This is an optimization exercise on Yosys and OpenROAD, whose aim is a short achievable clock period and few clock cycles, not a production implementation.
Power and IR drop assume default switching activity.

==> flow/design.v <==
module PMIPSL0(
	imemaddr,	 
	dmemaddr,	 
	dmemwdata,	 
	dmemwrite,	 
	dmemread,	 
	clock,
	imemrdata,	 
	dmemrdata,	 
	reset		 
	);
output [15:0] imemaddr;
output [15:0] dmemaddr;
output [15:0] dmemwdata;
output dmemwrite;
output dmemread;
input [16:0] imemrdata;
input [15:0] dmemrdata;
input clock;
input reset;
parameter NB = 2;	 
localparam NBW = 1;	 
integer i;
function [15:0] ksadd;
	input [15:0] a;
	input [15:0] b;
	input cin;
	reg [15:0] g, p, gg, pp, g2, p2;
	integer k, d;
	begin
		g = a & b;
		p = a ^ b;
		gg = g;
		pp = p;
		gg[0] = g[0] | (p[0] & cin);
		for (d = 1; d < 16; d = d * 2) begin
			g2 = gg;
			p2 = pp;
			for (k = d; k < 16; k = k + 1) begin
				g2[k] = gg[k] | (pp[k] & gg[k-d]);
				p2[k] = pp[k] & pp[k-d];
			end
			gg = g2;
			pp = p2;
		end
		ksadd = p ^ {gg[14:0], cin};
	end
endfunction
function [7:1] onehot;
	input [2:0] r;
	integer k;
	begin
		for (k = 1; k < 8; k = k + 1) onehot[k] = (r == k);
	end
endfunction
reg [15:1] pc_o;
reg [15:1] pc_n;
wire [15:1] pc = ~pc_n;
reg        id_valid;
reg [16:0] id_ins;
reg [15:1] id_pc;
reg [7:0]  id_blo;	 
reg [15:8] id_phi;	 
reg        id_ubeq;	 
reg        id_cbeq;	 
reg [7:1]  id_rs1h, id_rt1h;
reg        id_pred;		 
reg [15:1] id_ptgt;		 
reg        ex_bad;		 
reg        ex_rw;		 
reg        ex_load;
reg        ex_store;
reg [2:0]  ex_dest;
reg        ex_cbeq;		 
reg [15:1] ex_tgt;
reg [15:0] ex_a, ex_b, ex_sd;
reg        ex_sel_sum, ex_sel_diff, ex_sel_slt, ex_sel_and;
reg        m_rw;
reg        m_read;
reg        m_load_n;
wire       m_load = ~m_load_n;
reg        m_store;
reg [2:0]  m_dest;
reg [15:0] m_addr;
reg [15:0] m_res_n;
wire [15:0] m_res = ~m_res_n;
reg [15:0] m_sd;
reg [15:0] rf [1:7];
reg [7:1]  rvalid;
wire [7:1] m_we = m_rw ? onehot(m_dest) : 7'd0;
always @(posedge clock)
	if (reset) rvalid <= 7'd0;
	else rvalid <= rvalid | m_we;
always @(posedge clock)
	for (i = 1; i < 8; i = i + 1)
		if (m_we[i]) rf[i] <= m_load ? dmemrdata : m_res;
wire [3:0] op = id_ins[16:13];
wire [2:0] rs = id_ins[12:10];
wire [2:0] rt = id_ins[9:7];
wire [2:0] rd = id_ins[6:4];
wire [15:0] simm = {{9{id_ins[6]}}, id_ins[6:0]};
wire d_rtype = (op == 4'd0) | (op == 4'd1) | (op == 4'd2);
wire d_lw    = (op == 4'd3);
wire d_sw    = (op == 4'd4);
wire d_addi  = (op == 4'd6);
wire d_andi  = (op == 4'd7);
wire d_use_rs = d_rtype | d_lw | d_sw | id_cbeq | d_addi | d_andi;
wire d_use_rt = d_rtype | d_sw | id_cbeq;
wire [2:0] d_dest = d_rtype ? rd : rt;
wire d_rw = (d_rtype | d_lw | d_addi | d_andi) & (d_dest != 3'd0);
wire d_imm = d_lw | d_sw | d_addi | d_andi;
wire [15:8] id_hip = id_phi + 8'd1;
wire [15:8] id_him = id_phi - 8'd1;
wire [15:8] id_bhi = id_ins[6] ? (id_blo[7] ? id_phi : id_him)
                               : (id_blo[7] ? id_hip : id_phi);
wire [15:1] id_btgt = {id_bhi, id_blo[6:0]};
wire stall = id_valid & ex_load & ex_rw &
	((d_use_rs & (rs == ex_dest)) | (d_use_rt & (rt == ex_dest)));
wire id_redirect = id_valid & ~stall & (id_ubeq ^ id_pred);
wire [15:1] id_rtgt = id_ubeq ? id_btgt : (id_pc + 15'd1);
wire [15:0] A = ex_a;
wire [15:0] B = ex_b;
wire [15:0] sum  = ksadd(A, B, 1'b0);
wire [15:0] diff = ksadd(A, ~B, 1'b1);
wire [15:0] andv = A & B;
wire [15:0] sltv = {15'd0, diff[15]};
wire [15:0] alu = ({16{ex_sel_sum}}  & sum)
                | ({16{ex_sel_diff}} & diff)
                | ({16{ex_sel_slt}}  & sltv)
                | ({16{ex_sel_and}}  & andv);
wire eq = (A == B);
wire ex_redirect = (ex_cbeq & eq) | ex_bad;
wire a_ex = ex_rw & (ex_dest == rs);
wire b_ex = ex_rw & (ex_dest == rt);
wire a_m = ~a_ex & m_rw & (m_dest == rs);
wire b_m = ~b_ex & m_rw & (m_dest == rt);
wire [7:1] a_rf = (a_ex | a_m) ? 7'd0 : (id_rs1h & rvalid);
wire [7:1] b_rf = (b_ex | b_m) ? 7'd0 : (id_rt1h & rvalid);
function [15:0] opnd;
	input m;
	input [7:1] sel;
	reg [15:0] v;
	integer k;
	begin
		v = ({16{m & m_load}} & dmemrdata) | ({16{m & ~m_load}} & m_res);
		for (k = 1; k < 8; k = k + 1) v = v | ({16{sel[k]}} & rf[k]);
		opnd = v;
	end
endfunction
function [15:0] fwd;
	input f;
	begin
		fwd = ({16{f & ex_sel_sum}}  & sum)
		    | ({16{f & ex_sel_diff}} & diff)
		    | ({16{f & ex_sel_slt}}  & sltv)
		    | ({16{f & ex_sel_and}}  & andv);
	end
endfunction
wire [15:0] v_a  = fwd(a_ex) | opnd(a_m, a_rf);
wire [15:0] v_b  = fwd(b_ex & ~d_imm) | opnd(b_m & ~d_imm, d_imm ? 7'd0 : b_rf)
                 | ({16{d_imm}} & simm);
wire [15:0] v_sd = fwd(b_ex) | opnd(b_m, b_rf);
reg [15:1] btb_tag [0:NB-1];
reg [15:1] btb_tgt [0:NB-1];
reg [NB-1:0] btb_v;
reg [NBW-1:0] btb_ptr;
reg        btb_hit;
reg [15:1] btb_target;
always @(*) begin
	btb_hit = 1'b0;
	btb_target = 15'd0;
	for (i = 0; i < NB; i = i + 1)
		if (btb_v[i] && btb_tag[i] == pc) begin
			btb_hit = 1'b1;
			btb_target = btb_target | btb_tgt[i];
		end
end
wire btb_we = id_valid & id_ubeq & ~id_pred;
always @(posedge clock)
	if (reset) begin
		btb_v <= 0;
		btb_ptr <= 0;
	end else if (btb_we) begin
		btb_v[btb_ptr] <= 1'b1;
		btb_ptr <= btb_ptr + 1'b1;
	end
always @(posedge clock)
	if (btb_we) begin
		btb_tag[btb_ptr] <= id_pc;
		btb_tgt[btb_ptr] <= id_btgt;
	end
wire [15:1] pc2 = pc + 15'd1;
wire [3:0] f_op = imemrdata[16:13];
wire f_j = f_op[3] & ~f_op[2] & ~(f_op[1] & f_op[0]);	 
wire f_beq = (f_op == 4'd5);
wire f_same = (imemrdata[12:10] == imemrdata[9:7]);
wire [15:1] f_jtgt = {1'b0, pc2[15:14], imemrdata[11:0]};
wire [7:0] f_lo = {1'b0, pc2[7:1]} + {1'b0, imemrdata[6:0]};
wire f_pred = btb_hit & ~f_j;
wire s_ex   = ex_redirect;
wire s_id   = ~s_ex & id_redirect;
wire s_hold = ~s_ex & ~id_redirect & stall;
wire s_f    = ~s_ex & ~id_redirect & ~stall;
wire [15:1] pc_next = ({15{s_ex}} & ex_tgt)
                    | ({15{s_id}} & id_rtgt)
                    | ({15{s_hold}} & pc)
                    | ({15{s_f & f_j}} & f_jtgt)
                    | ({15{s_f & ~f_j & btb_hit}} & btb_target)
                    | ({15{s_f & ~f_j & ~btb_hit}} & pc2);
always @(posedge clock)
	if (reset) begin
		pc_o <= 15'd0;
		pc_n <= 15'h7fff;
	end else begin
		pc_o <= pc_next;
		pc_n <= ~pc_next;
	end
assign imemaddr = {pc_o, 1'b0};
always @(posedge clock)
	if (reset | ex_redirect) id_valid <= 1'b0;
	else if (!stall) id_valid <= ~id_redirect;
always @(posedge clock)
	if (!stall) begin
		id_ins <= imemrdata;
		id_pc <= pc;
		id_blo <= f_lo;
		id_phi <= pc2[15:8];
		id_ubeq <= f_beq & f_same;
		id_cbeq <= f_beq & ~f_same;
		id_rs1h <= onehot(imemrdata[12:10]);
		id_rt1h <= onehot(imemrdata[9:7]);
		id_pred <= f_pred;
		id_ptgt <= btb_target;
	end
wire id_go = id_valid & ~stall & ~ex_redirect;
always @(posedge clock)
	if (reset | ~id_go) begin
		ex_bad <= 1'b0;
		ex_rw <= 1'b0;
		ex_load <= 1'b0;
		ex_store <= 1'b0;
		ex_cbeq <= 1'b0;
	end else begin
		ex_bad <= id_pred & id_ubeq & (id_ptgt != id_btgt);
		ex_rw <= d_rw;
		ex_load <= d_lw;
		ex_store <= d_sw;
		ex_cbeq <= id_cbeq;
	end
always @(posedge clock) begin
	ex_dest <= d_dest;
	ex_tgt <= id_btgt;
	ex_a <= v_a;
	ex_b <= v_b;
	ex_sd <= v_sd;
	ex_sel_sum  <= (op == 4'd0) | d_lw | d_sw | d_addi;
	ex_sel_diff <= (op == 4'd1);
	ex_sel_slt  <= (op == 4'd2);
	ex_sel_and  <= d_andi;
end
always @(posedge clock)
	if (reset) begin
		m_rw <= 1'b0;
		m_read <= 1'b0;
		m_load_n <= 1'b1;
		m_store <= 1'b0;
	end else begin
		m_rw <= ex_rw;
		m_read <= ex_load;
		m_load_n <= ~ex_load;
		m_store <= ex_store;
	end
always @(posedge clock) begin
	m_dest <= ex_dest;
	m_addr <= alu;
	m_res_n <= ~alu;
	m_sd <= ex_sd;
end
assign dmemaddr = m_addr;
assign dmemwdata = m_sd;
assign dmemwrite = m_store;
assign dmemread = m_read;
endmodule
==> flow/config.mk <==
export PLATFORM = sky130hd
export DESIGN_NAME = PMIPSL0
export DESIGN_NICKNAME = PMIPSL0
export VERILOG_FILES = /design/flow/design.v
export SDC_FILE = /design/flow/constraint.sdc
export NUM_CORES = 4
export LEC_CHECK = 0
export ABC_CLOCK_PERIOD_IN_PS = 2000
export CAP_MARGIN = 20
export CORE_MARGIN = 2
export CORE_UTILIZATION = 40
export PLACE_DENSITY = 0.6
export SLEW_MARGIN = 20
export TNS_END_PERCENT = 100
==> flow/constraint.sdc <==
create_clock -name core_clock -period 8.0 [get_ports {clock}]
set_input_delay 1.6000 -clock core_clock [delete_from_list [all_inputs] [get_ports {clock}]]
set_output_delay 1.6000 -clock core_clock [all_outputs]
set_load 0.01 [all_outputs]
standard.sh (not shown) runs the stock make flow with config.mk's settings and CLKGATE_MAP_FILE= SYNTH_SCRIPT=/design/flow/synth_recipe.tcl, a recipe that flattens the netlist after the stock synthesis.
==> flow/flow/run.sh <==
#!/bin/bash
# Standard ORFS layout (the standard.sh), with timing repair aimed below
# the real clock period (the SDC is unchanged; only repair_timing's setup
# margin is larger), port buffers of a plain buffer cell, and resizing not
# limited to cells of the same footprint.
set -euo pipefail
bash standard.sh SETUP_SLACK_MARGIN=5.6 TNS_END_PERCENT=100 \
  "BUFFER_PORTS_ARGS=-buffer_cell sky130_fd_sc_hd__buf_4" MATCH_CELL_FOOTPRINT=0 \
  finish > standard_flow.log 2>&1
Edit:
--- a/flow/flow/run.sh
+++ b/flow/flow/run.sh
@@ -7 +7 @@
-bash standard.sh SETUP_SLACK_MARGIN=5.6 TNS_END_PERCENT=100 \
+bash standard.sh SETUP_SLACK_MARGIN=6.0 TNS_END_PERCENT=100 \
Effect: Die area does not change; wire length is higher by 4.9%; design area rose by 4.1%; setup slack loses 25 ps; maximum frequency fell by 0.90%; utilization rises by 2.3 points; sequential power hardly moves; power is lower by 0.56%; cell count climbs by 2.1%.
No run of this note included a check of the RTL's function; only the layout flow was run.

re-timing with driven ports:
How much do the figures lean on ideal ports? The routed layouts below were timed once more, with nothing changed but the port constraints.
Step 1: set_driving_cell puts a clkbuf_16 on clock and a buf_2 on each other input, an assumption about the parent block.
Step 2 adds t to the input delays and takes it off the output delays; t is the mean of the earliest and latest rising clock arrival at the registers after step 1. Input paths then give back, and output paths get back, about the clock's delay inside the block.
Three values: no drivers, after step 1, after step 2; two values: the first two.
run | shift t [ns] | setup WS [ns] | worst setup path after step 2 | slew at the worst register clock pin (ns)
the first run | 0.627 | 5.210 / 5.210 / 4.786 | input to register | 0.07 / 0.07
the second run | 0.643 | 5.184 / 5.184 / 4.797 | input to register | 0.07 / 0.07
After both steps setup and hold are still met in every run listed. For the first run, which loses most, drivers alone change the setup slack by 0.000 ns; drivers and shift together by -0.424 ns.
